This design comes from an exercise in tuning for small area on the open sky130 flow, not from production work.
In this exercise RTL edits were held to simulation tests only and were not proved equivalent to the original.
No run shown here takes its clock network from TritonCTS; it comes from the design's own scripts or RTL.
The flow treats the clock pin as an ideal source. Dropping or thinning the clock tree relies on that and would not hold on a real chip.
Power and IR drop assume default switching activity.

===== design/flow/flow/run.sh =====
#!/bin/bash
# ORFS layout as the standard.sh does it, with these changes:
#  - synthesis maps the logic with an area-oriented ABC script
#  - a plain two-level clock tree (flow/clock_tree.tcl) in place of TritonCTS
#  - no timing repair at floorplan (REMOVE_ABC_BUFFERS): later stages repair
#    timing with placement in hand
#  - port buffers of the smallest buffer cell
# Each tool's output is in standard.log and in the ORFS logs under orfs/logs.
set -e
export AREA_ABC_SCRIPT=$PWD/flow/area.abc
export FLOW_SYNTH_TCL=$PWD/synth_recipe.tcl
export PRE_CTS_TCL=$PWD/flow/clock_tree.tcl
export CLK_GROUP=16
export CLK_LEAF=sky130_fd_sc_hd__clkbuf_8
export CLK_ROOT=sky130_fd_sc_hd__clkbuf_16
export REMOVE_ABC_BUFFERS=1
export BUFFER_PORTS_ARGS="-buffer_cell sky130_fd_sc_hd__buf_1"
sed "s#SYNTH_SCRIPT=[^ ]*#SYNTH_SCRIPT=$PWD/flow/synth_abc.tcl#" standard.sh > standard_area.sh
bash standard_area.sh > standard.log 2>&1

===== design/flow/flow/area.abc =====
&get -n
&st
&dch
&nf -R 1000 -p -C 32 -F 10 -A 10
&put
topo

===== design/flow/flow/clock_tree.tcl =====
# Loaded by cts.tcl (PRE_CTS_TCL): replaces TritonCTS with a plain two-level
# clock tree, one leaf buffer per compact group of sinks and one root buffer.
proc build_clock_tree {} {
  set group_size [expr {[info exists ::env(CLK_GROUP)] ? $::env(CLK_GROUP) : 24}]
  set leaf_cell  [expr {[info exists ::env(CLK_LEAF)] ? $::env(CLK_LEAF) : "sky130_fd_sc_hd__clkbuf_8"}]
  set root_cell  [expr {[info exists ::env(CLK_ROOT)] ? $::env(CLK_ROOT) : "sky130_fd_sc_hd__clkbuf_16"}]
  set db [ord::get_db]
  set block [ord::get_db_block]
  set clk_net [$block findNet clk]
  set sinks {}
  foreach it [$clk_net getITerms] {
    set inst [$it getInst]
    set bb [$inst getBBox]
    set x [expr {([$bb xMin] + [$bb xMax]) / 2}]
    set y [expr {([$bb yMin] + [$bb yMax]) / 2}]
    lappend sinks [list $x $y $it]
  }
  set n [llength $sinks]
  set ngroups [expr {int(ceil(double($n) / $group_size))}]
  # columns x rows of groups, about square
  set ncols [expr {int(ceil(sqrt($ngroups)))}]
  set nrows [expr {int(ceil(double($ngroups) / $ncols))}]
  set sinks [lsort -integer -index 0 $sinks]
  set per_col [expr {int(ceil(double($n) / $ncols))}]
  set groups {}
  for {set c 0} {$c < $ncols} {incr c} {
    set col [lrange $sinks [expr {$c * $per_col}] [expr {($c + 1) * $per_col - 1}]]
    if {[llength $col] == 0} continue
    set col [lsort -integer -index 1 $col]
    set nr [expr {int(ceil(double([llength $col]) / $group_size))}]
    set per_row [expr {int(ceil(double([llength $col]) / $nr))}]
    for {set r 0} {$r < $nr} {incr r} {
      set g [lrange $col [expr {$r * $per_row}] [expr {($r + 1) * $per_row - 1}]]
      if {[llength $g]} { lappend groups $g }
    }
  }
  # refine the groups: a few rounds of capacity-limited nearest-centre
  # assignment (balanced k-means), so that each group is compact
  set k [llength $groups]
  set cap [expr {int(ceil(double($n) / $k)) + 1}]
  set centres {}
  foreach g $groups {
    set cx 0; set cy 0
    foreach s $g { set cx [expr {$cx + [lindex $s 0]}]; set cy [expr {$cy + [lindex $s 1]}] }
    lappend centres [list [expr {$cx / [llength $g]}] [expr {$cy / [llength $g]}]]
  }
  for {set iter 0} {$iter < 12} {incr iter} {
    set pairs {}
    for {set si 0} {$si < $n} {incr si} {
      set s [lindex $sinks $si]
      for {set ci 0} {$ci < $k} {incr ci} {
        set c [lindex $centres $ci]
        lappend pairs [list [expr {abs([lindex $s 0] - [lindex $c 0]) + abs([lindex $s 1] - [lindex $c 1])}] $si $ci]
      }
    }
    set pairs [lsort -integer -index 0 $pairs]
    set assigned [lrepeat $n -1]
    set counts [lrepeat $k 0]
    set left $n
    foreach p $pairs {
      lassign $p d si ci
      if {[lindex $assigned $si] >= 0 || [lindex $counts $ci] >= $cap} continue
      lset assigned $si $ci
      lset counts $ci [expr {[lindex $counts $ci] + 1}]
      incr left -1
      if {$left == 0} break
    }
    set groups {}
    for {set ci 0} {$ci < $k} {incr ci} { lappend groups {} }
    for {set si 0} {$si < $n} {incr si} {
      set ci [lindex $assigned $si]
      lset groups $ci [concat [lindex $groups $ci] [list [lindex $sinks $si]]]
    }
    set centres {}
    set ng {}
    foreach g $groups {
      if {[llength $g] == 0} continue
      lappend ng $g
      set cx 0; set cy 0
      foreach s $g { set cx [expr {$cx + [lindex $s 0]}]; set cy [expr {$cy + [lindex $s 1]}] }
      lappend centres [list [expr {$cx / [llength $g]}] [expr {$cy / [llength $g]}]]
    }
    set groups $ng
    set k [llength $groups]
  }
  set leaf_master [$db findMaster $leaf_cell]
  set root_master [$db findMaster $root_cell]
  set root_net [odb::dbNet_create $block clknet_root]
  $root_net setSigType CLOCK
  set i 0
  set sx 0; set sy 0
  foreach g $groups {
    set cx 0; set cy 0
    foreach s $g { incr cx [lindex $s 0]; incr cy [lindex $s 1] }
    set cx [expr {$cx / [llength $g]}]
    set cy [expr {$cy / [llength $g]}]
    set buf [odb::dbInst_create $block $leaf_master clkbuf_leaf_$i]
    set net [odb::dbNet_create $block clknet_leaf_$i]
    $net setSigType CLOCK
    foreach s $g {
      set it [lindex $s 2]
      $it disconnect
      $it connect $net
    }
    [$buf findITerm X] connect $net
    [$buf findITerm A] connect $root_net
    $buf setLocation $cx $cy
    $buf setPlacementStatus PLACED
    incr sx $cx; incr sy $cy
    incr i
  }
  set root [odb::dbInst_create $block $root_master clkbuf_root]
  [$root findITerm A] connect $clk_net
  [$root findITerm X] connect $root_net
  $root setLocation [expr {$sx / $i}] [expr {$sy / $i}]
  $root setPlacementStatus PLACED
  puts "clock tree: $n sinks, $i leaf buffers ($leaf_cell), root $root_cell"
}

rename clock_tree_synthesis ""
proc clock_tree_synthesis {args} {
  build_clock_tree
  set_propagated_clock [all_clocks]
}

===== design/flow/flow/synth_abc.tcl =====
# The standard synthesis script, with Yosys's abc pass given an
# area-oriented ABC script (flow/area.abc) in place of ORFS's speed script.
# Only the combinational mapping changes; the registers are the same.
proc abc {args} {
  set i [lsearch $args -script]
  if {$i >= 0} { lset args [expr {$i+1}] $::env(AREA_ABC_SCRIPT) }
  puts "abc: $args"
  yosys abc {*}$args
}
source $::env(FLOW_SYNTH_TCL)

===== design/flow/standard.sh =====
#!/bin/bash
# synth_recipe.tcl (not shown) runs the flow's synth.tcl, then flattens the netlist and writes it again
# the make line also repeats each setting of config.mk as NAME=value (left out here)
make -C /OpenROAD-flow-scripts/flow DESIGN_CONFIG=/design/flow/config.mk WORK_HOME=/design/flow/orfs CLKGATE_MAP_FILE= SYNTH_SCRIPT=/design/flow/synth_recipe.tcl "${@:-finish}"

===== design/flow/config.mk =====
export PLATFORM = sky130hd
export DESIGN_NAME = switch
export DESIGN_NICKNAME = switch
export VERILOG_FILES = /design/flow/design.v
export SDC_FILE = /design/flow/constraint.sdc
export NUM_CORES = 4
export LEC_CHECK = 0
export CAP_MARGIN = 0
export CORE_MARGIN = 2
export CORE_UTILIZATION = 70
export PLACE_DENSITY = 0.8
export SLEW_MARGIN = 0

===== design/flow/constraint.sdc =====
create_clock -name core_clock -period 5.0 [get_ports {clk}]
set_input_delay 1.0000 -clock core_clock [delete_from_list [all_inputs] [get_ports {clk}]]
set_output_delay 1.0000 -clock core_clock [all_outputs]
set_load 0.01 [all_outputs]

===== design/flow/design.v =====
module fifo_one_clk (rst, clk, write_data, write_req, read_req,
                     fifo_empty, fifo_full, more10, last, top,
                     ovf_write, ovf_read, ovf_take, ovf_ghost);
input         rst, clk;
input  [7:0]  write_data;
input         write_req;    
input         read_req;     
output        fifo_empty, fifo_full;
output        more10;       
output [7:0]  last;         
output [7:0]  top;          
output        ovf_write;    
output        ovf_read;     
output        ovf_take;     
output        ovf_ghost;    
reg [79:0]  mem;
reg [3:0]   cnt;
assign fifo_empty = (cnt == 4'd0);
assign fifo_full  = (cnt == 4'd15);
wire write_to_fifo = write_req & !fifo_full;
wire eq10 = (cnt == 4'd10);
assign more10 = (cnt > 4'd10);
wire [3:0] tg;
assign tg[0] = write_to_fifo ^ read_req;
assign tg[1] = tg[0] & (cnt[0] ~^ write_to_fifo);
assign tg[2] = tg[1] & (cnt[1] ~^ write_to_fifo);
assign tg[3] = tg[2] & (cnt[2] ~^ write_to_fifo);
always @(posedge clk or negedge rst)
	if (!rst)
		cnt <= 4'd0;
	else
		cnt <= cnt ^ tg;
assign ovf_write = write_to_fifo & (more10 | (eq10 & !read_req));
assign ovf_read  = read_req & more10;
assign ovf_take  = write_to_fifo & eq10;
assign ovf_ghost = write_to_fifo & eq10 & read_req;
always @(posedge clk)
	if (write_to_fifo)
		mem <= {mem[71:0], write_data};
assign top = mem[72 +: 8];
reg [7:0] rd;
integer k;
always @(*) begin
	rd = 8'd0;
	for (k = 0; k < 10; k = k + 1)
		rd = rd | (mem[k*8 +: 8] & {8{cnt == k}});
end
assign last = rd;
endmodule
module switch(rst,clk,write_data_0, write_data_1,dest_0,dest_1,write_req_0, write_req_1,
data_ack_0, data_ack_1, read_data_0, read_data_1,read_data_valid_0, read_data_valid_1,source_add_0, source_add_1,
 configuration_address,configuration_data,configuration_data_valid);
input               rst,clk;
input       [7:0]   write_data_0, write_data_1;
input       [2:0]   dest_0, dest_1;
input               write_req_0, write_req_1;
output reg          data_ack_0, data_ack_1;
output      [7:0]   read_data_0, read_data_1;
output reg          read_data_valid_0, read_data_valid_1;
output reg          source_add_0, source_add_1;
input       [3:0]   configuration_address;
input       [7:0]   configuration_data;
input               configuration_data_valid;
reg [7:0] map;
reg       strict_rount, prioritized;
reg       last_read_out_0, last_read_out_1;
wire fifo_dest_0 = map[dest_0];
wire fifo_dest_1 = map[dest_1];
wire [3:0] empty, full, more10, rd, wreq, ovf_write, ovf_read, ovf_take, ovf_ghost;
wire [7:0] last0, last1, last2, last3;
wire [7:0] top0, top1, top2, top3;
assign wreq[0] = write_req_0 & !fifo_dest_0;
assign wreq[1] = write_req_0 &  fifo_dest_0;
assign wreq[2] = write_req_1 & !fifo_dest_1;
assign wreq[3] = write_req_1 &  fifo_dest_1;
always @(posedge clk or negedge rst)
	if (!rst) begin
		map          <= 8'b1111_0000;
		strict_rount <= 1'b1;
		prioritized  <= 1'b0;
	end else if (configuration_data_valid)
		case (configuration_address)
			0 : map <= configuration_data;
			1: {strict_rount, prioritized} <= configuration_data[1:0];
		endcase
always @(posedge clk or negedge rst)
	if (!rst) begin
		data_ack_0 <= 1'b0;
		data_ack_1 <= 1'b0;
	end else begin
		data_ack_0 <= write_req_0 & !(fifo_dest_0 ? full[1] : full[0]);
		data_ack_1 <= write_req_1 & !(fifo_dest_1 ? full[3] : full[2]);
	end
wire next_0 = strict_rount ? prioritized : !last_read_out_0;
wire next_1 = strict_rount ? prioritized : !last_read_out_1;
assign rd[0] = !empty[0] & (empty[2] | !next_0);
assign rd[2] = !empty[2] & (empty[0] |  next_0);
assign rd[1] = !empty[1] & (empty[3] | !next_1);
assign rd[3] = !empty[3] & (empty[1] |  next_1);
always @(posedge clk or negedge rst)
	if (!rst) begin
		read_data_valid_0 <= 1'b0;
		read_data_valid_1 <= 1'b0;
		last_read_out_0   <= 1'b0;
		last_read_out_1   <= 1'b0;
	end else begin
		read_data_valid_0 <= rd[0] | rd[2];
		read_data_valid_1 <= rd[1] | rd[3];
		if (read_data_valid_0) last_read_out_0 <= source_add_0;
		if (read_data_valid_1) last_read_out_1 <= source_add_1;
	end
reg  [39:0] mem_a, mem_b;
reg  [2:0]  cnt_a, cnt_b;
reg  [1:0]  own_a, own_b;
wire        busy_a = (cnt_a != 3'd0);
wire        busy_b = (cnt_b != 3'd0);
wire [3:0] grant_a, grant_b;
assign grant_a[0] = ovf_take[0] & !busy_a;
assign grant_a[1] = ovf_take[1] & !busy_a & !ovf_take[0];
assign grant_a[2] = ovf_take[2] & !busy_a & !(|ovf_take[1:0]);
assign grant_a[3] = ovf_take[3] & !busy_a & !(|ovf_take[2:0]);
assign grant_b    = ovf_take & ~grant_a;
wire [3:0] is_a = {busy_a & own_a == 2'd3, busy_a & own_a == 2'd2,
                   busy_a & own_a == 2'd1, busy_a & own_a == 2'd0};
wire [3:0] is_b = {busy_b & own_b == 2'd3, busy_b & own_b == 2'd2,
                   busy_b & own_b == 2'd1, busy_b & own_b == 2'd0};
wire wr_a = |(ovf_write & (is_a | grant_a));
wire wr_b = |(ovf_write & (is_b | grant_b));
wire sh_a = wr_a | (|(ovf_ghost & grant_a));
wire sh_b = wr_b | (|(ovf_ghost & grant_b));
wire rd_a = |(ovf_read & is_a);
wire rd_b = |(ovf_read & is_b);
reg [7:0] wd_a, wd_b;
always @(*) begin
	case (busy_a ? own_a : {grant_a[3] | grant_a[2], grant_a[3] | grant_a[1]})
		2'd0: wd_a = top0;
		2'd1: wd_a = top1;
		2'd2: wd_a = top2;
		default: wd_a = top3;
	endcase
	case (busy_b ? own_b : {grant_b[3] | grant_b[2], grant_b[3] | grant_b[1]})
		2'd0: wd_b = top0;
		2'd1: wd_b = top1;
		2'd2: wd_b = top2;
		default: wd_b = top3;
	endcase
end
wire [2:0] tg_a, tg_b;
assign tg_a[0] = wr_a ^ rd_a;
assign tg_a[1] = tg_a[0] & (cnt_a[0] ~^ wr_a);
assign tg_a[2] = tg_a[1] & (cnt_a[1] ~^ wr_a);
assign tg_b[0] = wr_b ^ rd_b;
assign tg_b[1] = tg_b[0] & (cnt_b[0] ~^ wr_b);
assign tg_b[2] = tg_b[1] & (cnt_b[1] ~^ wr_b);
always @(posedge clk or negedge rst)
	if (!rst) begin
		cnt_a <= 3'd0;
		cnt_b <= 3'd0;
	end else begin
		cnt_a <= cnt_a ^ tg_a;
		cnt_b <= cnt_b ^ tg_b;
	end
always @(posedge clk) begin
	if (|grant_a) own_a <= {grant_a[3] | grant_a[2], grant_a[3] | grant_a[1]};
	if (|grant_b) own_b <= {grant_b[3] | grant_b[2], grant_b[3] | grant_b[1]};
	if (sh_a) mem_a <= {mem_a[31:0], wd_a};
	if (sh_b) mem_b <= {mem_b[31:0], wd_b};
end
reg [7:0] last_a, last_b;
integer k;
always @(*) begin
	last_a = 8'd0;
	last_b = 8'd0;
	for (k = 0; k < 5; k = k + 1) begin
		last_a = last_a | (mem_a[k*8 +: 8] & {8{cnt_a == k}});
		last_b = last_b | (mem_b[k*8 +: 8] & {8{cnt_b == k}});
	end
end
wire gh_a0 = |(ovf_ghost & grant_a & 4'b0101);
wire gh_a1 = |(ovf_ghost & grant_a & 4'b1010);
wire gh_b0 = |(ovf_ghost & grant_b & 4'b0101);
wire gh_b1 = |(ovf_ghost & grant_b & 4'b1010);
wire rd_a0 = rd_a & !own_a[0];
wire rd_a1 = rd_a &  own_a[0];
wire rd_b0 = rd_b & !own_b[0];
wire rd_b1 = rd_b &  own_b[0];
reg  in_ovf_0, in_ovf_1, ovf_b_0, ovf_b_1;
always @(posedge clk) begin
	source_add_0 <= rd[2];
	source_add_1 <= rd[3];
	in_ovf_0     <= rd_a0 | rd_b0 | gh_a0 | gh_b0;
	in_ovf_1     <= rd_a1 | rd_b1 | gh_a1 | gh_b1;
	ovf_b_0      <= rd_b0 | gh_b0;
	ovf_b_1      <= rd_b1 | gh_b1;
end
assign read_data_0 = in_ovf_0 ? (ovf_b_0 ? last_b : last_a) : (source_add_0 ? last2 : last0);
assign read_data_1 = in_ovf_1 ? (ovf_b_1 ? last_b : last_a) : (source_add_1 ? last3 : last1);
fifo_one_clk FIFO_IN0_OUT0 (.rst(rst), .clk(clk), .write_data(write_data_0),
	.write_req(wreq[0]), .read_req(rd[0]),
	.fifo_empty(empty[0]), .fifo_full(full[0]), .more10(more10[0]), .last(last0), .top(top0),
	.ovf_write(ovf_write[0]), .ovf_read(ovf_read[0]),
	.ovf_take(ovf_take[0]), .ovf_ghost(ovf_ghost[0]));
fifo_one_clk FIFO_IN0_OUT1 (.rst(rst), .clk(clk), .write_data(write_data_0),
	.write_req(wreq[1]), .read_req(rd[1]),
	.fifo_empty(empty[1]), .fifo_full(full[1]), .more10(more10[1]), .last(last1), .top(top1),
	.ovf_write(ovf_write[1]), .ovf_read(ovf_read[1]),
	.ovf_take(ovf_take[1]), .ovf_ghost(ovf_ghost[1]));
fifo_one_clk FIFO_IN1_OUT0 (.rst(rst), .clk(clk), .write_data(write_data_1),
	.write_req(wreq[2]), .read_req(rd[2]),
	.fifo_empty(empty[2]), .fifo_full(full[2]), .more10(more10[2]), .last(last2), .top(top2),
	.ovf_write(ovf_write[2]), .ovf_read(ovf_read[2]),
	.ovf_take(ovf_take[2]), .ovf_ghost(ovf_ghost[2]));
fifo_one_clk FIFO_IN1_OUT1 (.rst(rst), .clk(clk), .write_data(write_data_1),
	.write_req(wreq[3]), .read_req(rd[3]),
	.fifo_empty(empty[3]), .fifo_full(full[3]), .more10(more10[3]), .last(last3), .top(top3),
	.ovf_write(ovf_write[3]), .ovf_read(ovf_read[3]),
	.ovf_take(ovf_take[3]), .ovf_ghost(ovf_ghost[3]));
endmodule

==> results of run 1 <==
metal layers:
layer  wire length (µm)  share of wire (%)  global-route usage [%]
met1              16100                 38                    49.1
met2              20300                 47                    52.4
met3               4760                 11                    4.39
met4               1610                3.8                    10.1
met5                  9              0.021                       0
path summary, 6_finish.rpt:
kind | startpoint | to
setup reg to reg | map[3]$_DFFE_PN0P_ | mem_b[1]$_DFFE_PP_
max in group asynchronous | rst | FIFO_IN0_OUT0.cnt[0]$_DFF_PN0_
min in group asynchronous | rst | cnt_b[1]$_DFF_PN0_
hold / removal | mem_b[13]$_DFFE_PP_ | mem_b[21]$_DFFE_PP_
setup / recovery | cnt_a[0]$_DFF_PN0_ | read_data_1[5]
hold reg to reg | mem_b[13]$_DFFE_PP_ | mem_b[21]$_DFFE_PP_
kinds of logic after synthesis:
group / after synthesis / share of synthesized area (%)
buf+inv: 9 / 0.196
mux: 19 / 1.49
simple gates: 305 / 8.21
flops: 448 / 76.7
compound gates: 240 / 11.5
xor+xnor: 38 / 1.93
placed cells by master (no fill, tap or decap), types with 6 or more instances in the layout:
cell type,synthesis,final
buf_1,0,59
o21ai_0,36,36
dfrtp_1,33,33
edfxtp_1,404,404
mux2_1,13,13
nor2_1,50,50
nor3b_1,9,9
nand2b_1,22,22
dfxtp_1,6,6
clkbuf_8,0,30
a21oi_1,31,31
clkinv_1,9,6
a22oi_1,8,8
a211oi_1,8,8
a41oi_1,19,18
a222oi_1,128,128
nand3_1,8,6
nor2b_1,7,7
nor3_1,33,33
nand2_1,137,137
buf_4,0,38
nand4_1,20,20
xnor2_1,21,21
xor2_1,17,17
sequential cells by signal, indices dropped and copies added (netlist names), 8 cells and up:
signal and flops:
FIFO_IN0_OUT0.mem 80, FIFO_IN0_OUT1.mem 80, FIFO_IN1_OUT0.mem 80, FIFO_IN1_OUT1.mem 80, mem_a 40, mem_b 40
map 8
area by class of cell:
| type | count | area share [%] |
|---|---|---|
| tap | 324 | 2.17 |
| inverter | 9 | 0.181 |
| sequential | 448 | 70.7 |
| multi-input combinational | 602 | 21.6 |
| timing repair buffer | 100 | 2.95 |
| buffer | 31 | 2.34 |
worst register-to-register path, delay by kind of cell (launching register included):
family / cells / cell delay, ns
compound gates: 4 / 0.93
simple gates: 7 / 1.76
flops: 1 / 0.42
mux: 2 / 0.83
metrics by stage:
| step | setup TNS (ns) | power, mW | std cells | area [µm²] |
|---|---|---|---|---|
| global route | 0 | 11.2 | 1514 | 18700 |
| finish | 0 | 10.8 | 1514 | 18700 |
| global placement | 0 | 8.98 | 1483 | 18200 |
| floorplan | -487.86 | 7.62 | 1059 | 17200 |
| CTS | 0 | 10.7 | 1514 | 18700 |
| detailed placement | 0 | 9.14 | 1483 | 18200 |
power by group through the flow:
| stage | registers (mW) | clock network [mW] | logic, mW |
|---|---|---|---|
| CTS | 5.82 | 1.60 | 3.26 |
| detailed placement | 5.89 | 0 | 3.25 |
| global route | 5.93 | 1.71 | 3.55 |
| global placement | 5.83 | 0 | 3.15 |
| floorplan | 5.64 | 0 | 1.99 |
| finish | 5.84 | 1.60 | 3.33 |
==> impl_metrics.yaml, run 1 <==
run_status:
  status: "no timing/DRC/antenna violations"
placement:
  pre_cts_slack_ns: 0.293
  place.gp.congestion: 1.02
  io_buffers: 60
  hpwl_um: 30400
floorplan:
  ios: 61
  floorplan.die_area_um2: 25900
  core_area_um2: 24200
  die_x_um: 161
  rows: 57
  initial_core_util_pct: 71.1
  die_h_um: 161
worst_setup_path:
  crit_chain: "nor3b_1 -> a222oi_1 -> nand2_1 -> a21oi_1 -> o21ai_0 -> nand2_1 -> o21ai_0 -> buf_1"
  crit_path_top_delay_cell: "nor3b_1"
  crit_path_max_fanout: 8
  rr_worst_depth: 13
  endpoint_kind: "output pin"
  critPathBufInv: 1
  crit_cells: 8
  slowest_delay_ns: 0.91
  required_ns: 4.00
  r2r_setup_slack_ns: 0.90
  startpoint_type: "flip-flop"
  worst_path_dominant_cell_family: "simple AND/OR/NAND/NOR gates"
  worstPathArrival_ns: 3.53
  worstSetupPathType: "reg -> out"
cts:
  cts_resized: 0
  postCtsSetupRepairBufs: 0
  hold_buffers: 0
  insertion_delay_ns: 0.55
  clkTransAtPathRegs_ns: 0.09
yosys:
  ys_seq_area_share_pct: 76.7
  yosysTopAreaCell: "edfxtp_1"
  netlist_instances: 1059
  yosysTopAreaCellShare_pct: 70.4
  ys.flop_type: "edfxtp_1"
  avgSynthCellArea_um2: 16.3
  synth_area_um2: 17200
  ys_seq_elements: 448
  synth_area_leaders: "edfxtp_1, a222oi_1, dfrtp_1"
  ys_warn_count: 2
  async_reset_ff_share_pct: 8.48
  synth_edf_count: 404
  synth_most_common_cell: "edfxtp_1"
  ys_types: 41
  yosys-top-cells-count: "edfxtp_1, nand2_1, a222oi_1, nor2_1, o21ai_0"
grt:
  grt_overflow_total: 0
  grt_max_degree: 85
  grt_pass1_vias: 10400
  antenna_found_initial: 1
  grt_first_pass_wirelength_um: 64100
  grt_util_all_layers_pct: 33.0
pwr:
  p_sw_mw: 3.98
  p_int_mw: 6.78
  power_frac_clock_pct: 14.9
  ir_worst_vdd_mv: 0.400
  power.density_nw_per_um2: 576
  p_sw_share_pct: 37.0
  share_comb_of_total_power_pct: 30.9
  power_frac_seq_pct: 54.2
  cellLeakagePower_nw: 6.05
layout:
  drive_above_1_share_pct: 7.65
  multi_input_area_um2: 4040
  antenna_cells: 0
  areaGrowthSynthToFinish_pct: 8.41
  nets: 1231
  fill_cells: 1389
  seq_area_um2: 13200
  postLayoutCoreUtil_pct: 77.0
timing:
  slew_headroom_pct: 15.9
  hold_ws_ns: 0.440
  tightest_slew_ns: 1.24
  setup_viol: 0
  min_period_ns: 4.53
  fmaxAchievable_mhz: 221
  slew_violations: 0
  timing.final.crit_share_pct: 90.5
  rsz0062_at_grt: "false"
  setup_ws_ns: 0.474
  hold_violations: 0
  skew_ns: 0.0211
routing:
  drc_errors: 0
  drtAntennaViolNets: 0
  drt-initial-drc-count: 2435
  routed_wirelength_um: 42800
  dr_total_vias: 11100
  wl_per_cell_um: 28.3
  routed_via_density: 7.33
  first_pass_iters: 7
hold_path:
  min_path_type: "reg -> reg"
  hold_depth: 0
run:
  max_cap_viol_count: 0
==> run 2, diff against run 1 <==
--- a/design/flow/config.mk
+++ b/design/flow/config.mk
@@ -9,4 +9,5 @@
 export CORE_MARGIN = 2
 export CORE_UTILIZATION = 70
+export GPL_TIMING_DRIVEN = 0
 export PLACE_DENSITY = 0.8
 export SLEW_MARGIN = 0
==> run 2 against run 1 <==
  * Die area is the same
  * Synthesized cell count unchanged
  * Synthesized area unchanged
  * Routed wire length fell by 3.7%
  * Fmax decreased by 7.3%
  * Clock skew grew 0.0026 ns
  * Global-route usage is 1.8 points lower
  * Critical endpoint is now read_data_1[2]
  * Largest power group unchanged
  * Critical path depth shrank 1
  * Combinational power about the same
  * Cell area decreased by 0.18%
  * Utilization down 0.14 points
==> impl_metrics.yaml, run 2 <==
yosys:
  netlist_instances: 1059
  avgSynthCellArea_um2: 16.3
  async_reset_ff_share_pct: 8.48
  ys_seq_elements: 448
  yosysTopAreaCell: "edfxtp_1"
  ys_warn_count: 2
  synth_area_um2: 17200
  synth_edf_count: 404
  synth_most_common_cell: "edfxtp_1"
  yosysTopAreaCellShare_pct: 70.4
  ys_types: 41
  ys_seq_area_share_pct: 76.7
  ys.flop_type: "edfxtp_1"
  synth_area_leaders: "edfxtp_1, a222oi_1, dfrtp_1"
  yosys-top-cells-count: "edfxtp_1, nand2_1, a222oi_1, nor2_1, o21ai_0"
placement:
  dp.cells: 1456
  io_buffers: 60
  pre_cts_slack_ns: -1.02
  hpwl_um: 28700
  place.gp.congestion: 0.967
worst_setup_path:
  worstReg2RegEnd: "mem_b[3]$_DFFE_PP_"
  worstPathArrival_ns: 3.88
  worstReg2RegStart: "map[4]$_DFFE_PN1P_"
  startpoint_type: "flip-flop"
  crit_path_max_fanout: 10
  endpoint_kind: "output pin"
  required_ns: 4.00
  rr_worst_depth: 12
  worstSetupPathType: "reg -> out"
  r2r_setup_slack_ns: 0.50
timing:
  tightest_slew_ns: 1.45
  skew_ns: 0.0237
  slew_violations: 0
  fmaxAchievable_mhz: 205
  hold_violations: 0
  timing.final.crit_share_pct: 97.6
  setup_ws_ns: 0.118
  slew_headroom_pct: 2.32
  rsz0062_at_grt: "false"
  setup_viol: 0
  min_period_ns: 4.88
pwr:
  cellLeakagePower_nw: 5.97
  power.total_mw: 10.7
  p_sw_share_pct: 36.8
  power.density_nw_per_um2: 574
  ir_worst_vdd_mv: 0.356
  share_comb_of_total_power_pct: 30.8
  p_int_mw: 6.75
  power_frac_seq_pct: 54.4
  power_frac_clock_pct: 14.8
  p_sw_mw: 3.94
grt:
  grt_util_all_layers_pct: 31.2
  antenna_found_initial: 0
  grt_overflow_total: 0
  grt_first_pass_wirelength_um: 60700
  grt_max_degree: 60
  grt_pass1_vias: 10100
routing:
  dr_total_vias: 10800
  drc_errors: 0
  wl_per_cell_um: 27.7
  first_pass_iters: 10
  routed_wirelength_um: 41200
  drt-initial-drc-count: 2174
  routed_via_density: 7.25
  drtAntennaViolNets: 0
layout:
  nets: 1206
  fill_cells: 1424
  fin_cells: 1489
  final_common_cell: "edfxtp_1"
  areaGrowthSynthToFinish_pct: 8.21
  drive_above_1_share_pct: 6.01
  antenna_cells: 0
  layout_common_cells: "edfxtp_1, nand2_1, a222oi_1, buf_1, nor2_1"
floorplan:
  rows: 57
  floorplan.die_area_um2: 25900
  ios: 61
  die_x_um: 161
  die_h_um: 161
  core_area_um2: 24200
  initial_core_util_pct: 71.1
hold_path:
  min_path_type: "in -> async"
cts:
  clkTransAtPathRegs_ns: 0.10
  insertion_delay_ns: 0.54
run_status:
  status: "no timing/DRC/antenna violations"
run:
  max_cap_viol_count: 0
-- run 2: cell counts after synthesis --
Identical to the previous run, type by type.
-- run 2: worst max path at each step --
stage	from	endpoint	slack [ns]	depth (start not counted)
2_1_floorplan	dest_0[0]	mem_a[0]$_DFFE_PP_	-4.02	12
3_3_place_gp	dest_0[0]	mem_a[29]$_DFFE_PP_	-6.86	13
3_5_place_dp	dest_0[0]	mem_b[27]$_DFFE_PP_	-1.02	12
4_1_cts	dest_0[0]	mem_a[3]$_DFFE_PP_	0.02	13
5_1_grt	dest_0[0]	mem_b[3]$_DFFE_PP_	0.13	14
6_report	FIFO_IN0_OUT1.cnt[2]$_DFF_PN0_	read_data_1[2]	0.12	7
-- run 2: cell families (layout without fill, tap and decap cells) --
kind of cell,Yosys count,after routing,share of synthesized area (%)
flops,448,448,76.7
xor+xnor,38,38,1.93
mux,19,19,1.49
simple gates,305,305,8.21
buf+inv,9,115,0.196
compound gates,240,240,11.5
-- run 2: power groups by stage --
stage / Combinational [mW] / Sequential, mW / Clock (mW)
2_1_floorplan: 1.99 / 5.64 / 0
3_3_place_gp: 3.00 / 5.86 / 0
3_5_place_dp: 3.21 / 5.87 / 0
4_1_cts: 3.22 / 5.80 / 1.59
5_1_grt: 3.51 / 5.90 / 1.69
6_report: 3.30 / 5.81 / 1.58
-- run 2: worst max-delay path, stage by stage, from the launching register on --
cell and delay [ns]:
dfrtp_1 0.53, nand2b_1 0.29, nor3_1 1.03, a222oi_1 0.34, a41oi_1 0.46, a21oi_1 0.12, o21ai_0 0.39, buf_1 0.20
-- run 2: final cells by class --
cell class / count / area, µm² / area share (%)
Multi-Input combinational cell: 602 / 4070 / 21.8
Timing Repair Buffer: 75 / 482 / 2.58
Buffer: 31 / 438 / 2.35
Tap cell: 324 / 405 / 2.17
Inverter: 9 / 41.3 / 0.221
Sequential cell: 448 / 13200 / 70.8
-- run 2: repair_timing --
action,in CTS,in global routing
gates resized for setup,3,3
pin swaps,0,1
hold buffers,0,0
endpoints found under the setup margin,80,71
buffers inserted,0,2
-- run 2: per-layer routing --
layer | up-vias | wire (µm) | GRT usage, %
met5 | - | 0 | 0
met4 | 0 | 1820 | 11.1
met3 | 105 | 4370 | 4.03
met2 | 697 | 18800 | 48.0
met1 | 5350 | 16200 | 47.4
li1 | 4650 | - | -
-- run 2: stage by stage --
step	util (%)	hold WS, ns	cell area, µm²	setup TNS [ns]
2_1_floorplan	-	0.425	17200	-487.86
3_3_place_gp	73.7	0.428	17900	-1000.58
3_5_place_dp	74.9	0.433	18200	-79.26
4_1_cts	76.8	0.422	18600	0
5_1_grt	76.9	0.445	18600	0
6_report	76.9	0.439	18600	0
==> run 3, diff against run 2 <==
==> design/flow/flow/area.abc (replaced) <==
&get -n
&st
&dch
&nf -R 1000 -p -C 32 -F 10 -A 10
&put
topo
stime -c
upsize -c
dnsize -c
--- a/design/flow/config.mk
+++ b/design/flow/config.mk
@@ -9,5 +9,4 @@
 export CORE_MARGIN = 2
 export CORE_UTILIZATION = 70
-export GPL_TIMING_DRIVEN = 0
 export PLACE_DENSITY = 0.8
 export SLEW_MARGIN = 0
==> run 3 against run 2 <==
  * Sequential share of layout area shrank 0.92 points
  * Register-to-register slack improved by 0.78 ns
  * Routed wire length grew 3.4%
  * Total power up 1.5%
  * Critical endpoint unchanged
  * Clock power barely moved
  * Critical path depth did not move
  * Sequential power about the same
  * Global-route usage grew 1.4 points
  * Still clean on timing, DRC and antenna
  * Synthesized area increased by 1.5%
==> impl_metrics.yaml, run 3 <==
routing:
  dr_total_vias: 10900
  first_pass_iters: 11
  drtAntennaViolNets: 0
  wl_per_cell_um: 28.1
  routed_via_density: 7.17
  drt-initial-drc-count: 2301
  drc_errors: 0
  routed_wirelength_um: 42600
timing:
  min_period_ns: 4.36
  slew_headroom_pct: 28.9
  rsz0062_at_grt: "false"
  tightest_slew_ns: 1.07
  timing.setup.tns_ns: 0
  hold_ws_ns: 0.434
  setup_ws_ns: 0.636
  fmaxAchievable_mhz: 229
  hold_violations: 0
  setup_viol: 0
  timing.final.crit_share_pct: 87.3
  slew_violations: 0
  skew_ns: 0.0390
pwr:
  cellLeakagePower_nw: 6.12
  power.density_nw_per_um2: 574
  ir_worst_vdd_mv: 0.368
  power.total_mw: 10.8
placement:
  placed_cell_area_um2: 18500
  hpwl_um: 29600
  io_buffers: 60
  pre_cts_slack_ns: 0.676
  dp.cells: 1483
  place.gp.congestion: 0.994
worst_setup_path:
  worstPathArrival_ns: 3.36
  critPathBufInv: 1
  crit_path_top_delay_cell: "dfrtp_1"
  startpoint_type: "flip-flop"
  slowest_delay_ns: 0.57
  crit_cells: 7
  rr_worst_depth: 9
  crit_chain: "nand2b_1 -> nor2_1 -> a222oi_1 -> a41oi_1 -> a21oi_1 -> o21ai_0 -> buf_1"
  crit_path_max_fanout: 10
  worstSetupPathType: "reg -> out"
  cp-startpoint: "FIFO_IN0_OUT1.cnt[2]$_DFF_PN0_"
  r2r_setup_slack_ns: 1.28
  worstReg2RegEnd: "mem_a[2]$_DFFE_PP_"
  required_ns: 4.00
  endpoint: "read_data_1[2]"
  worstReg2RegStart: "FIFO_IN0_OUT1.cnt[2]$_DFF_PN0_"
  worst_path_dominant_cell_family: "compound AO/OA/AOI/OAI gates"
  endpoint_kind: "output pin"
yosys:
  ys_warn_count: 2
  synth_compound_area_share_pct: 11.8
  yosysTopAreaCellShare_pct: 69.4
  yosysTopAreaCell: "edfxtp_1"
  async_reset_ff_share_pct: 8.48
  avgSynthCellArea_um2: 16.5
  ys_seq_area_share_pct: 75.5
  synth_most_common_cell: "edfxtp_1"
  ys_seq_elements: 448
  netlist_instances: 1059
  synth_simple_gate_area_share_pct: 8.94
  yosys-top-cells-count: "edfxtp_1, nand2_1, a222oi_1, nor2_1, dfrtp_1"
  synth_edf_count: 404
  synth_area_um2: 17500
  synthMuxAreaShare_pct: 1.56
  ys_types: 62
  synth_area_leaders: "edfxtp_1, a222oi_1, dfrtp_1"
  synth_xor_area_share_pct: 1.90
  synth_top_family_by_area: "compound AO/OA/AOI/OAI gates"
  ys.flop_type: "edfxtp_1"
  synth_fa_ha_area_share_pct: 0
cts:
  clkTransAtPathRegs_ns: 0.10
  hold_buffers: 0
  cts_resized: 0
  insertion_delay_ns: 0.55
  postCtsSetupRepairBufs: 0
floorplan:
  ios: 61
  floorplan.die_area_um2: 26300
  die_x_um: 162
  initial_core_util_pct: 71.7
  die_h_um: 162
  core_area_um2: 24400
  rows: 57
hold_path:
  hold_depth: 0
  min_path_type: "reg -> reg"
layout:
  areaGrowthSynthToFinish_pct: 8.03
  final_common_cell: "edfxtp_1"
  layout_common_cells: "edfxtp_1, nand2_1, a222oi_1, buf_1, nor2_1"
  postLayoutCoreUtil_pct: 77.4
  nets: 1231
  fill_cells: 1407
  drive_above_1_share_pct: 10.1
  fin_area_um2: 18900
  antenna_cells: 0
  fin_cells: 1514
grt:
  grt_max_degree: 85
  antenna_found_initial: 2
  grt_overflow_total: 0
  grt_first_pass_wirelength_um: 63700
  grt_pass1_vias: 10300
  grt_util_all_layers_pct: 32.6
run_status:
  status: "no timing/DRC/antenna violations"
run:
  max_cap_viol_count: 0
## run 3: cell count changes after synthesis, sizes merged
cell | before | now
clkinv | 9 | 6
inv | 0 | 3
and2b | 0 | 1
and4bb | 0 | 1
nor2b | 7 | 6
nor4bb | 1 | 0
## run 3: final cells by class
type | instances | area [µm²] | area share (%)
inverter | 9 | 38.8 | 0.205
buffer | 31 | 438 | 2.32
tap | 324 | 405 | 2.15
timing repair buffer | 100 | 539 | 2.85
sequential | 448 | 13200 | 69.9
multi-input combinational | 602 | 4260 | 22.5
## run 3: logic make-up after synthesis
kind of cell | after synthesis
compound gates | 240
flops | 448
mux | 19
simple gates | 305
buf+inv | 9
xor+xnor | 38
## run 3: worst min-delay path by stage
| stage | startpoint | to |
|---|---|---|
| global route | FIFO_IN1_OUT0.mem[63]$_DFFE_PP_ | FIFO_IN1_OUT0.mem[71]$_DFFE_PP_ |
| finish | FIFO_IN1_OUT0.mem[63]$_DFFE_PP_ | FIFO_IN1_OUT0.mem[71]$_DFFE_PP_ |
| global placement | FIFO_IN1_OUT1.mem[27]$_DFFE_PN_ | FIFO_IN1_OUT1.mem[35]$_DFFE_PN_ |
| floorplan | FIFO_IN0_OUT0.mem[2]$_DFFE_PN_ | FIFO_IN0_OUT0.mem[10]$_DFFE_PN_ |
| detailed placement | mem_a[28]$_DFFE_PP_ | mem_a[36]$_DFFE_PP_ |
| CTS | FIFO_IN1_OUT0.mem[63]$_DFFE_PP_ | FIFO_IN1_OUT0.mem[71]$_DFFE_PP_ |
## run 3: where the power goes
group	leakage (nW)	internal, mW	total [mW]	switching, mW
Sequential	4.27	5.10	5.83	0.731
Combinational	1.63	1.17	3.43	2.26
Clock	0.228	0.566	1.59	1.03
Total	6.12	6.83	10.8	4.02
## run 3: layer usage
metal  track usage, %  up-vias  share of wire (%)
li1                 -     4696                  -
met1             49.6     5303                 39
met2             51.4      775                 47
met3             4.75       79                 11
met4             7.80        0                2.7
met5                0        -                  0
==> run 4, diff against run 3 <==
--- a/design/flow/design.v
+++ b/design/flow/design.v
@@ -39,4 +39,15 @@
 		mem <= {mem[71:0], write_data};
 assign top = mem[72 +: 8];
+wire [9:0] at;
+assign at[0] = (cnt == 4'd0);
+assign at[1] = (cnt == 4'd1);
+assign at[2] = (cnt[2:0] == 3'd2);
+assign at[3] = (cnt[2:0] == 3'd3);
+assign at[4] = (cnt[2:0] == 3'd4);
+assign at[5] = (cnt[2:0] == 3'd5);
+assign at[6] = (cnt[2:0] == 3'd6);
+assign at[7] = (cnt[2:0] == 3'd7);
+assign at[8] = cnt[3] & !cnt[0];
+assign at[9] = cnt[3] &  cnt[0];
 reg [7:0] rd;
 integer k;
@@ -44,5 +55,5 @@
 	rd = 8'd0;
 	for (k = 0; k < 10; k = k + 1)
-		rd = rd | (mem[k*8 +: 8] & {8{cnt == k}});
+		rd = rd | (mem[k*8 +: 8] & {8{at[k]}});
 end
 assign last = rd;
@@ -167,4 +178,6 @@
 	if (sh_b) mem_b <= {mem_b[31:0], wd_b};
 end
+wire [4:0] at_a = {cnt_a[2], cnt_a[1:0] == 2'd3, cnt_a[1:0] == 2'd2, cnt_a[1:0] == 2'd1, cnt_a == 3'd0};
+wire [4:0] at_b = {cnt_b[2], cnt_b[1:0] == 2'd3, cnt_b[1:0] == 2'd2, cnt_b[1:0] == 2'd1, cnt_b == 3'd0};
 reg [7:0] last_a, last_b;
 integer k;
@@ -173,6 +186,6 @@
 	last_b = 8'd0;
 	for (k = 0; k < 5; k = k + 1) begin
-		last_a = last_a | (mem_a[k*8 +: 8] & {8{cnt_a == k}});
-		last_b = last_b | (mem_b[k*8 +: 8] & {8{cnt_b == k}});
+		last_a = last_a | (mem_a[k*8 +: 8] & {8{at_a[k]}});
+		last_b = last_b | (mem_b[k*8 +: 8] & {8{at_b[k]}});
 	end
 end
==> design/flow/flow/area.abc (replaced) <==
&get -n
&st
&dch
&nf -R 1000 -p -C 32 -F 10 -A 10
&put
topo
==> run 4 against run 3 <==
  * First-iteration DRC count decreased by 0.30%
  * Total power rose by 0.87%
  * Critical path depth is the same
  * Synthesized area down 1.6%
  * Combinational power grew 2%
  * Utilization down 0.79 points
  * Clock power hardly changed
  * Synthesized cell count is 3.1% lower
  * Fmax grew 2.2%
  * Clock skew fell by 0.015 ns
==> impl_metrics.yaml, run 4 <==
pwr:
  share_comb_of_total_power_pct: 31.9
  cellLeakagePower_nw: 6.01
  p_sw_share_pct: 37.1
  p_sw_mw: 4.06
  power_frac_clock_pct: 14.3
  p_int_mw: 6.88
  power_frac_seq_pct: 53.7
  power.density_nw_per_um2: 589
  ir_worst_vdd_mv: 0.446
placement:
  dp.cells: 1440
  io_buffers: 60
  place.gp.congestion: 0.926
  hpwl_um: 28700
worst_setup_path:
  slowest_delay_ns: 0.87
  startpoint_type: "flip-flop"
  crit_path_top_delay_cell: "nor4_1"
  worstPathArrival_ns: 3.27
  worstSetupPathType: "reg -> out"
  required_ns: 4.00
  crit_chain: "nor4_1 -> buf_4 -> a222oi_1 -> nand4_1 -> o21ai_0 -> o22ai_1 -> buf_1"
  endpoint_kind: "output pin"
  crit_path_max_fanout: 11
routing:
  routed_via_density: 7.27
  routed_wirelength_um: 39900
  dr_total_vias: 10700
  wl_per_cell_um: 27.1
  first_pass_iters: 10
  drt-initial-drc-count: 2294
  drc_errors: 0
  drtAntennaViolNets: 0
layout:
  fin_cells: 1471
  final_common_cell: "edfxtp_1"
  seq_area_um2: 13200
  multi_input_area_um2: 4030
  areaGrowthSynthToFinish_pct: 8.04
  fill_cells: 1409
  drive_above_1_share_pct: 6.97
  nets: 1188
  layout_common_cells: "edfxtp_1, a222oi_1, nand2_1, buf_1, a22oi_1"
  antenna_cells: 0
timing:
  tightest_slew_ns: 1.10
  timing.final.crit_share_pct: 85.4
  fmaxAchievable_mhz: 234
  skew_ns: 0.0236
  timing.setup.tns_ns: 0
  setup_viol: 0
  rsz0062_at_grt: "false"
  min_period_ns: 4.27
  slew_headroom_pct: 26.9
  slew_violations: 0
  hold_violations: 0
cts:
  cts_resized: 0
  insertion_delay_ns: 0.54
  postCtsSetupRepairBufs: 0
  hold_buffers: 0
  clkTransAtPathRegs_ns: 0.10
floorplan:
  rows: 57
  initial_core_util_pct: 70.9
  die_x_um: 161
  ios: 61
  floorplan.die_area_um2: 25800
  core_area_um2: 24200
  die_h_um: 161
yosys:
  ys.flop_type: "edfxtp_1"
  ys_types: 47
  async_reset_ff_share_pct: 8.48
  synth_edf_count: 404
  ys_seq_area_share_pct: 76.8
  ys_seq_elements: 448
  yosys-top-cells-count: "edfxtp_1, a222oi_1, nand2_1, a22oi_1, o21ai_0"
  yosysTopAreaCellShare_pct: 70.5
  avgSynthCellArea_um2: 16.8
  synth_area_um2: 17200
  yosysTopAreaCell: "edfxtp_1"
  ys_warn_count: 2
  netlist_instances: 1026
  synth_most_common_cell: "edfxtp_1"
  synth_area_leaders: "edfxtp_1, a222oi_1, dfrtp_1"
grt:
  grt_pass1_vias: 10100
  grt_first_pass_wirelength_um: 61100
  antenna_found_initial: 1
  grt_max_degree: 85
  grt_overflow_total: 0
  grt_util_all_layers_pct: 31.1
run:
  max_cap_viol_count: 0
hold_path:
  min_path_type: "reg -> reg"
run_status:
  status: "no timing/DRC/antenna violations"
run 4: cell count changes after synthesis, moves of 12 or more:
cell / delta
nand2_1: -43
a22oi_1: +38
nor3_1: -27
a222oi_1: -25
a41oi_1: -17
o22ai_1: +16
nor2_1: -12
run 4: logic make-up (layout without fill, tap and decap cells):
group | count (synthesis) | count (layout) | share of synthesized area, %
flops | 448 | 448 | 76.8
compound gates | 268 | 268 | 12.5
xor+xnor | 40 | 40 | 2.04
simple gates | 244 | 244 | 7.12
mux | 17 | 17 | 1.37
buf+inv | 9 | 130 | 0.196
run 4: power by group through the flow:
stage	logic (mW)	clock network, mW	registers (mW)
after floorplan	2.16	0	5.67
after detailed placement	3.43	0	5.93
after CTS	3.44	1.59	5.86
after global routing	3.74	1.71	5.98
final	3.50	1.57	5.88
after global placement	3.37	0	5.88
run 4: final timing paths:
kind	to	start	cells past startpoint	slack (ns)
max in group asynchronous	cnt_b[0]$_DFF_PN0_	rst	2	4.03
min reg2reg	FIFO_IN0_OUT1.mem[29]$_DFFE_PN_	FIFO_IN0_OUT1.mem[21]$_DFFE_PN_	0	0.45
min	FIFO_IN0_OUT1.mem[29]$_DFFE_PN_	FIFO_IN0_OUT1.mem[21]$_DFFE_PN_	0	0.45
min in group asynchronous	cnt_a[1]$_DFF_PN0_	rst	2	0.53
max	read_data_0[1]	FIFO_IN0_OUT0.cnt[2]$_DFF_PN0_	7	0.73
max reg2reg	mem_b[4]$_DFFE_PP_	FIFO_IN0_OUT0.cnt[2]$_DFF_PN0_	10	1.12
run 4: cell type report:
cell class	count	share of cell area (%)
buffer	31	2.36
timing repair buffer	90	2.56
inverter	9	0.182
tap	324	2.18
sequential	448	71.1
multi-input combinational	569	21.7
run 4: stage by stage:
step / util [%] / setup slack [ns] / total power [mW] / instance area, µm² / hold WS [ns]
after floorplan: - / -4.22 / 7.83 / 17200 / 0.425
after global placement: 74.9 / 0.434 / 9.24 / 18100 / 0.428
after detailed placement: 74.9 / 0.484 / 9.36 / 18100 / 0.432
after CTS: 76.7 / 0.756 / 10.9 / 18600 / 0.448
after global routing: 76.7 / 0.493 / 11.4 / 18600 / 0.451
final: 76.7 / 0.729 / 10.9 / 18600 / 0.446
run 4: critical path, delay by kind of cell, from the launching register on:
family	cells	cell delay (ns)
AOI/OAI and AO/OA	3	0.69
DFF	1	0.51
and+or+nand+nor	2	1.05
buffers and inverters	2	0.49
run 4: layer usage:
| layer | global-route usage, % | routed length (µm) |
|---|---|---|
| met1 | 46.8 | 15700 |
| met2 | 47.8 | 18500 |
| met3 | 4.88 | 4150 |
| met4 | 10.7 | 1560 |
| met5 | 0 | 0 |
==> run 5, diff against run 4 <==
--- a/design/flow/config.mk
+++ b/design/flow/config.mk
@@ -9,4 +9,5 @@
 export CORE_MARGIN = 2
 export CORE_UTILIZATION = 70
+export GPL_TIMING_DRIVEN = 0
 export PLACE_DENSITY = 0.8
 export SLEW_MARGIN = 0
==> run 5 against run 4 <==
  * Worst setup slack lost 0.48 ns
  * Largest cell class unchanged
  * Sequential share of layout area is 0.56 points lower
  * Critical path depth up 7
  * Cell area is 0.79% higher
  * First-iteration DRC count shrank 13%
  * Flip-flop and latch count unchanged
  * Register-to-register slack got worse by 0.76 ns
  * Synthesized area did not move
  * Routed wire length decreased by 1.4%
  * Combinational power increased by 1%
==> impl_metrics.yaml, run 5 <==
run_status:
  status: "no timing/DRC/antenna violations"
routing:
  drtAntennaViolNets: 0
  drc_errors: 0
  dr_total_vias: 10600
  first_pass_iters: 9
  routed_wirelength_um: 39400
  wl_per_cell_um: 26.9
  drt-initial-drc-count: 2005
  routed_via_density: 7.22
grt:
  antenna_found_initial: 0
  grt_util_all_layers_pct: 30.2
  grt_overflow_total: 0
  grt_pass1_vias: 9909
  grt_first_pass_wirelength_um: 59600
  grt_max_degree: 60
floorplan:
  initial_core_util_pct: 70.9
  floorplan.die_area_um2: 25800
  core_area_um2: 24200
  rows: 57
  ios: 61
  die_x_um: 161
  die_h_um: 161
yosys:
  ys_warn_count: 2
  synth_most_common_cell: "edfxtp_1"
  synth_area_um2: 17200
  ys_seq_area_share_pct: 76.8
  synth_edf_count: 404
  netlist_instances: 1026
  yosysTopAreaCell: "edfxtp_1"
  synth_area_leaders: "edfxtp_1, a222oi_1, dfrtp_1"
  avgSynthCellArea_um2: 16.8
  async_reset_ff_share_pct: 8.48
  ys_types: 47
  yosysTopAreaCellShare_pct: 70.5
  ys.flop_type: "edfxtp_1"
  ys_seq_elements: 448
  yosys-top-cells-count: "edfxtp_1, a222oi_1, nand2_1, a22oi_1, o21ai_0"
layout:
  layout_common_cells: "edfxtp_1, a222oi_1, nand2_1, buf_1, a22oi_1"
  final_common_cell: "edfxtp_1"
  antenna_cells: 0
  fin_cells: 1464
  areaGrowthSynthToFinish_pct: 8.89
  drive_above_1_share_pct: 6.67
  nets: 1181
worst_setup_path:
  worstSetupPathType: "in -> reg"
  worstPathArrival_ns: 5.02
  slowest_delay_ns: 0.56
  crit_path_top_delay_cell: "a21oi_4"
  worst_path_dominant_cell_family: "simple AND/OR/NAND/NOR gates"
  worst_path_most_repeated_cell: "nand2b_1"
  critPathBufInv: 5
  endpoint_kind: "flip-flop"
  startpoint_type: "input pin"
  required_ns: 5.27
  crit_chain: "buf_1 -> mux4_2 -> mux2i_1 -> nand2b_1 -> a21oi_4 -> buf_12 -> nand3_1 -> nor3_1 -> nand2b_1 -> clkinv_1 -> o21ai_1 -> nand3b_1 -> buf_16 -> buf_6"
  crit_path_max_fanout: 30
cts:
  insertion_delay_ns: 0.55
  clkTransAtPathRegs_ns: 0.10
  hold_buffers: 0
placement:
  hpwl_um: 27900
  dp.cells: 1427
  place.gp.congestion: 0.956
  io_buffers: 60
  pre_cts_slack_ns: -0.927
pwr:
  ir_worst_vdd_mv: 0.333
  cellLeakagePower_nw: 6.03
  power.density_nw_per_um2: 586
timing:
  hold_violations: 0
  rsz0062_at_grt: "false"
  tightest_slew_ns: 1.38
  setup_ws_ns: 0.248
  min_period_ns: 4.75
  timing.setup.tns_ns: 0
  setup_viol: 0
  slew_headroom_pct: 7.65
  timing.final.crit_share_pct: 95.0
  fmaxAchievable_mhz: 210
  skew_ns: 0.0274
  slew_violations: 0
run:
  max_cap_viol_count: 0
hold_path:
  min_path_type: "in -> async"
## run 5: path summary, 6_finish.rpt
kind	start	endpoint	slack, ns	cells after the start
setup / recovery	dest_1[0]	mem_a[34]$_DFFE_PP_	0.25	14
max in group asynchronous	rst	map[6]$_DFFE_PN1P_	4.01	2
hold reg to reg	FIFO_IN0_OUT1.mem[56]$_DFFE_PN_	FIFO_IN0_OUT1.mem[64]$_DFFE_PN_	0.44	0
setup reg to reg	map[7]$_DFFE_PN1P_	mem_a[34]$_DFFE_PP_	0.36	13
hold / removal	rst	FIFO_IN1_OUT1.cnt[2]$_DFF_PN0_	0.41	1
min in group core_clock	FIFO_IN0_OUT1.mem[56]$_DFFE_PN_	FIFO_IN0_OUT1.mem[64]$_DFFE_PN_	0.44	0
## run 5: cell type report
type / count / area (µm²)
tap: 324 / 405
fill: 1394 / 5510
inverter: 9 / 35.0
multi-input combinational: 570 / 4050
buffer: 31 / 438
sequential: 448 / 13200
timing repair buffer: 82 / 596
## run 5: worst reg2reg max path, cell delays in order (launching register included)
cell and delay [ns]:
dfstp_2 0.56, mux4_2 0.24, mux2i_1 0.10, nand2b_1 0.30, a21oi_4 0.56, buf_12 0.27
nand3_1 0.22, nor3_1 0.55, nand2b_1 0.39, clkinv_1 0.11, o21ai_1 0.39, nand3b_1 0.29
buf_16 0.20, buf_6 0.18
## run 5: metal layers
metal	wire, µm	global-route usage, %
met5	0	0
met4	1070	7.26
met3	3410	3.18
met2	18800	48.4
met1	16100	46.3
## run 5: cell families (layout without fill, tap and decap cells)
group / after synthesis / in the layout / share of synthesized area (%)
AND/OR/NAND/NOR: 244 / 244 / 7.12
flip-flops: 448 / 448 / 76.8
AO/OA/AOI/OAI: 268 / 269 / 12.5
buffers and inverters: 9 / 122 / 0.196
multiplexers: 17 / 17 / 1.37
XOR/XNOR: 40 / 40 / 2.04
## run 5: report_power, final
group	switching, mW	internal (mW)	total, mW
clock	1.02	0.565	1.59
sequential	0.754	5.09	5.85
combinational	2.30	1.25	3.55
## run 5: repair_timing
action	4_1_cts	5_1_grt
resized for setup	0	1
endpoints found under the setup margin	71	12
gates cloned	1	0
setup buffers	3	0
## run 5: through the flow
stage / util, % / hold WS, ns / instance area [µm²] / power, mW
after detailed placement: 75.3 / 0.432 / 18300 / 9.38
after CTS: 77.2 / 0.412 / 18700 / 10.9
after floorplan: - / 0.425 / 17200 / 7.83
after global placement: 73.6 / 0.428 / 17800 / 9.16
after global routing: 77.3 / 0.431 / 18700 / 11.4
final: 77.3 / 0.412 / 18700 / 11.0
==> run 6, diff against run 5 <==
--- a/design/flow/flow/run.sh
+++ b/design/flow/flow/run.sh
@@ -11,6 +11,6 @@
 export FLOW_SYNTH_TCL=$PWD/synth_recipe.tcl
 export PRE_CTS_TCL=$PWD/flow/clock_tree.tcl
-export CLK_GROUP=16
-export CLK_LEAF=sky130_fd_sc_hd__clkbuf_8
+export CLK_GROUP=10
+export CLK_LEAF=sky130_fd_sc_hd__clkbuf_4
 export CLK_ROOT=sky130_fd_sc_hd__clkbuf_16
 export REMOVE_ABC_BUFFERS=1
--- a/design/flow/config.mk
+++ b/design/flow/config.mk
@@ -9,5 +9,4 @@
 export CORE_MARGIN = 2
 export CORE_UTILIZATION = 70
-export GPL_TIMING_DRIVEN = 0
 export PLACE_DENSITY = 0.8
 export SLEW_MARGIN = 0
==> run 6 against run 5 <==
  * Via count increased by 1.1%
  * Sequential power about the same
  * Highest routed layer is now met5
  * Combinational power decreased by 2%
  * Cell count increased by 1.8%
  * Synthesized cell count unchanged
  * Clock power decreased by 6%
==> impl_metrics.yaml, run 6 <==
timing:
  rsz0062_at_grt: "false"
  timing.final.crit_share_pct: 85.3
  setup_ws_ns: 0.735
  setup_viol: 0
  timing.setup.tns_ns: 0
  min_period_ns: 4.27
  fmaxAchievable_mhz: 234
  hold_ws_ns: 0.425
  skew_ns: 0.0371
  tightest_slew_ns: 1.06
  hold_violations: 0
  slew_violations: 0
  slew_headroom_pct: 29.2
grt:
  grt_util_all_layers_pct: 31.2
  grt_first_pass_wirelength_um: 61300
  grt_overflow_total: 0
  grt_max_degree: 85
  grt_pass1_vias: 10300
  antenna_found_initial: 3
placement:
  placed_cell_area_um2: 18100
  hpwl_um: 28700
  pre_cts_slack_ns: 0.484
  io_buffers: 60
  dp.cells: 1440
  place.gp.congestion: 0.926
floorplan:
  die_h_um: 161
  die_x_um: 161
  initial_core_util_pct: 70.9
  floorplan.die_area_um2: 25800
  ios: 61
  core_area_um2: 24200
  rows: 57
pwr:
  power_frac_clock_pct: 13.8
  share_comb_of_total_power_pct: 32.1
  cellLeakagePower_nw: 6.02
  p_int_mw: 6.79
  p_sw_mw: 4.07
  power_frac_seq_pct: 54.1
  power.total_mw: 10.9
  power.density_nw_per_um2: 586
  p_sw_share_pct: 37.5
  ir_worst_vdd_mv: 0.443
layout:
  layout_common_cells: "edfxtp_1, a222oi_1, nand2_1, buf_1, clkbuf_4"
  areaGrowthSynthToFinish_pct: 7.80
  fin_area_um2: 18500
  drive_above_1_share_pct: 8.49
  fin_cells: 1491
  final_common_cell: "edfxtp_1"
  nets: 1207
  postLayoutCoreUtil_pct: 76.5
yosys:
  ys_warn_count: 2
  synth_edf_count: 404
  ys_seq_elements: 448
  yosys-top-cells-count: "edfxtp_1, a222oi_1, nand2_1, a22oi_1, o21ai_0"
  ys_seq_area_share_pct: 76.8
  synth_most_common_cell: "edfxtp_1"
  synth_area_um2: 17200
  yosysTopAreaCellShare_pct: 70.5
  yosysTopAreaCell: "edfxtp_1"
  ys_types: 47
  ys.flop_type: "edfxtp_1"
  avgSynthCellArea_um2: 16.8
  async_reset_ff_share_pct: 8.48
  synth_area_leaders: "edfxtp_1, a222oi_1, dfrtp_1"
  netlist_instances: 1026
routing:
  dr_total_vias: 10700
  drc_errors: 0
  routed_wirelength_um: 39900
  routed_via_density: 7.17
  drt-initial-drc-count: 2425
  wl_per_cell_um: 26.8
  drtAntennaViolNets: 0
  first_pass_iters: 9
cts:
  clkTransAtPathRegs_ns: 0.10
  cts_resized: 0
  postCtsSetupRepairBufs: 0
  insertion_delay_ns: 0.58
  hold_buffers: 0
worst_setup_path:
  startpoint_type: "flip-flop"
  endpoint_kind: "output pin"
  worstSetupPathType: "reg -> out"
  worstPathArrival_ns: 3.27
  required_ns: 4.00
  crit_path_max_fanout: 11
  rr_worst_depth: 10
hold_path:
  hold_depth: 0
  min_path_type: "reg -> reg"
run_status:
  status: "no timing/DRC/antenna violations"
run:
  max_cap_viol_count: 0
[run 6: per-layer routing]
metal	wire length [µm]	part of all wire, %	vias to the layer above	global-route usage (%)
li1	-	-	4636	-
met1	15600	39	5239	46.8
met2	18300	46	714	47.6
met3	4270	11	95	5.40
met4	1650	4.1	2	11.0
met5	13	0.033	-	0
[run 6: final timing paths]
kind	slack (ns)	end	start
min	0.42	mem_b[13]$_DFFE_PP_	mem_b[5]$_DFFE_PP_
max reg2reg	1.12	mem_b[39]$_DFFE_PP_	FIFO_IN0_OUT0.cnt[2]$_DFF_PN0_
max in group asynchronous	4.08	FIFO_IN0_OUT0.cnt[3]$_DFF_PN0_	rst
min reg2reg	0.42	mem_b[13]$_DFFE_PP_	mem_b[5]$_DFFE_PP_
max	0.73	read_data_0[2]	FIFO_IN0_OUT0.cnt[2]$_DFF_PN0_
min in group asynchronous	0.48	FIFO_IN1_OUT1.cnt[0]$_DFF_PN0_	rst
[run 6: layout make-up]
class                      count  area, µm²
antenna                        1       2.50
buffer                        50        393
fill                        1438       5700
inverter                       9       33.8
multi-input combinational    569       4030
sequential                   448      13200
tap                          324        405
timing repair buffer          90        477
[run 6: cell families after synthesis]
group	after synthesis	synth area share (%)
multiplexers	17	1.37
AND/OR/NAND/NOR	244	7.12
flip-flops	448	76.8
buffers and inverters	9	0.196
AO/OA/AOI/OAI	268	12.5
XOR/XNOR	40	2.04
[run 6: power by group through the flow]
stage	Sequential, mW	Clock (mW)	Combinational, mW
after global placement	5.88	0	3.37
after CTS	5.86	1.52	3.44
after global routing	5.97	1.65	3.75
after floorplan	5.67	0	2.16
final	5.88	1.50	3.49
after detailed placement	5.93	0	3.43
[run 6: worst max-delay path: stages, from the launching register on]
cell	delay (ns)
dfrtp_1	0.51
nor4_1	0.84
buf_4	0.30
a222oi_1	0.14
a31oi_1	0.32
a21oi_1	0.14
o22ai_1	0.27
buf_1	0.17
==> run 7, diff against run 6 <==
--- a/design/flow/flow/run.sh
+++ b/design/flow/flow/run.sh
@@ -2,5 +2,6 @@
 # ORFS layout as the standard.sh does it, with these changes:
 #  - synthesis maps the logic with an area-oriented ABC script
-#  - a plain two-level clock tree (flow/clock_tree.tcl) in place of TritonCTS
+#  - a plain two-level clock tree (flow/clock_tree.tcl) in place of TritonCTS,
+#    a clkbuf_4 per group of about 10 registers
 #  - no timing repair at floorplan (REMOVE_ABC_BUFFERS): later stages repair
 #    timing with placement in hand
==> run 7 against run 6 <==
  * Still clean
  * Critical path depth is the same
  * Global-route usage stayed put
  * Worst setup slack unchanged
  * Die area is the same
  * Via count is the same
  * Cell area did not move
  * Cell count stayed put
  * Total power did not move
  * Largest cell class unchanged
  * Largest power group unchanged
  * Highest routed layer unchanged
==> impl_metrics.yaml, run 7 <==
worst_setup_path:
  required_ns: 4.00
  endpoint: "read_data_0[2]"
  worst_path_dominant_cell_family: "compound AO/OA/AOI/OAI gates"
  worstReg2RegStart: "FIFO_IN0_OUT0.cnt[2]$_DFF_PN0_"
  crit_path_top_delay_cell: "nor4_1"
  worstPathArrival_ns: 3.27
  crit_cells: 7
  startpoint_type: "flip-flop"
  crit_path_max_fanout: 11
  critPathBufInv: 2
  worstSetupPathType: "reg -> out"
  crit_chain: "nor4_1 -> buf_4 -> a222oi_1 -> a31oi_1 -> a21oi_1 -> o22ai_1 -> buf_1"
  worstReg2RegEnd: "mem_b[39]$_DFFE_PP_"
  cp-startpoint: "FIFO_IN0_OUT0.cnt[2]$_DFF_PN0_"
  rr_worst_depth: 10
  slowest_delay_ns: 0.84
  endpoint_kind: "output pin"
  r2r_setup_slack_ns: 1.12
timing:
  slew_headroom_pct: 29.2
  skew_ns: 0.0371
  timing.final.crit_share_pct: 85.3
  min_period_ns: 4.27
  fmaxAchievable_mhz: 234
  setup_viol: 0
  setup_ws_ns: 0.735
  tightest_slew_ns: 1.06
  slew_violations: 0
  rsz0062_at_grt: "false"
  hold_violations: 0
placement:
  hpwl_um: 28700
  dp.cells: 1440
  place.gp.congestion: 0.926
  io_buffers: 60
  pre_cts_slack_ns: 0.484
routing:
  routed_via_density: 7.17
  wl_per_cell_um: 26.8
  routed_wirelength_um: 39900
  dr_total_vias: 10700
  drc_errors: 0
  drtAntennaViolNets: 0
  drt-initial-drc-count: 2425
  first_pass_iters: 9
yosys:
  synth_most_common_cell: "edfxtp_1"
  netlist_instances: 1026
  yosys-top-cells-count: "edfxtp_1, a222oi_1, nand2_1, a22oi_1, o21ai_0"
  yosysTopAreaCell: "edfxtp_1"
  yosysTopAreaCellShare_pct: 70.5
  ys_seq_area_share_pct: 76.8
  synth_edf_count: 404
  async_reset_ff_share_pct: 8.48
  ys.flop_type: "edfxtp_1"
  ys_warn_count: 2
  synth_area_um2: 17200
  ys_types: 47
  ys_seq_elements: 448
  synth_area_leaders: "edfxtp_1, a222oi_1, dfrtp_1"
  avgSynthCellArea_um2: 16.8
floorplan:
  floorplan.die_area_um2: 25800
  core_area_um2: 24200
  initial_core_util_pct: 70.9
  die_x_um: 161
  die_h_um: 161
  rows: 57
  ios: 61
grt:
  use_met3_pct: 5.40
  grt_overflow_total: 0
  grt_max_degree: 85
  grt-busiest-layer: "met2"
  grt_first_pass_wirelength_um: 61300
  grt_use_met1_pct: 46.8
  antenna_found_initial: 3
  use_met2_pct: 47.6
  grt_pass1_vias: 10300
  grt_util_all_layers_pct: 31.2
layout:
  drive_above_1_share_pct: 8.49
  final_common_cell: "edfxtp_1"
  fin_cells: 1491
  nets: 1207
  postLayoutCoreUtil_pct: 76.5
  layout_common_cells: "edfxtp_1, a222oi_1, nand2_1, buf_1, clkbuf_4"
  areaGrowthSynthToFinish_pct: 7.80
  fill_cells: 1438
run_status:
  status: "no timing/DRC/antenna violations"
pwr:
  power.density_nw_per_um2: 586
  ir_worst_vdd_mv: 0.443
  cellLeakagePower_nw: 6.02
cts:
  clkTransAtPathRegs_ns: 0.10
  cts_resized: 0
  insertion_delay_ns: 0.58
  hold_buffers: 0
  postCtsSetupRepairBufs: 0
hold_path:
  min_path_type: "reg -> reg"
run:
  max_cap_viol_count: 0
[run 7: metrics by stage]
| step | area [µm²] | power (mW) | hold WS (ns) | setup TNS [ns] |
|---|---|---|---|---|
| finish | 18500 | 10.9 | 0.425 | 0 |
| global route | 18500 | 11.4 | 0.434 | 0 |
| CTS | 18500 | 10.8 | 0.417 | 0 |
| detailed placement | 18100 | 9.36 | 0.432 | 0 |
| global placement | 18100 | 9.24 | 0.428 | 0 |
| floorplan | 17200 | 7.83 | 0.425 | -758.49 |
[run 7: logic make-up (layout without fill, tap and decap cells)]
logic type	Yosys count	count (layout)	synth area share, %
other cells	0	1	0
mux	17	17	1.37
compound gates	268	268	12.5
buf+inv	9	149	0.196
flops	448	448	76.8
xor+xnor	40	40	2.04
simple gates	244	244	7.12
[run 7: final cells by class]
type	count	area [µm²]	area share, %
flip-flops and latches	448	13200	71.2
multi-input cells	569	4030	21.7
repair buffers	90	477	2.57
well taps	324	405	2.19
plain buffers	50	393	2.12
inverters	9	33.8	0.182
diodes	1	2.50	0.0135
[run 7: worst register-to-register path, stage by stage (launching register included)]
cell and delay (ns):
dfrtp_1 0.51, nor4_1 0.84, a21oi_1 0.12, buf_4 0.22, nor2_1 0.50, o21ai_0 0.30
o21ai_0 0.13, o21ai_0 0.10, a221o_1 0.35, nand3b_1 0.19, buf_4 0.30
[run 7: power by group]
part,switching (mW),internal (mW)
Sequential,0.774,5.10
Clock,1.02,0.482
Combinational,2.28,1.21
Total,4.07,6.79
[run 7: routing by layer]
metal / part of all wire (%) / wire, µm
met4: 4.1 / 1650
met2: 46 / 18300
met3: 11 / 4270
met5: 0.033 / 13
met1: 39 / 15600
[run 7: worst min path at each step]
stage | start | endpoint | slack, ns | depth (start not counted)
global route | mem_b[5]$_DFFE_PP_ | mem_b[13]$_DFFE_PP_ | 0.43 | 0
CTS | mem_b[5]$_DFFE_PP_ | mem_b[13]$_DFFE_PP_ | 0.42 | 0
finish | mem_b[5]$_DFFE_PP_ | mem_b[13]$_DFFE_PP_ | 0.42 | 0
detailed placement | FIFO_IN1_OUT1.mem[38]$_DFFE_PP_ | FIFO_IN1_OUT1.mem[46]$_DFFE_PP_ | 0.43 | 0
global placement | FIFO_IN0_OUT0.mem[62]$_DFFE_PN_ | FIFO_IN0_OUT0.mem[70]$_DFFE_PN_ | 0.43 | 0
floorplan | FIFO_IN0_OUT0.mem[2]$_DFFE_PN_ | FIFO_IN0_OUT0.mem[10]$_DFFE_PN_ | 0.43 | 0

Check on run 7: ideal ports give 0.735 ns setup slack; a clkbuf_16 on the clock port and buf_2 on the inputs give 0.686 ns; moving port delays by the midpoint clock arrival (0.611 ns) as well gives 0.436 ns.
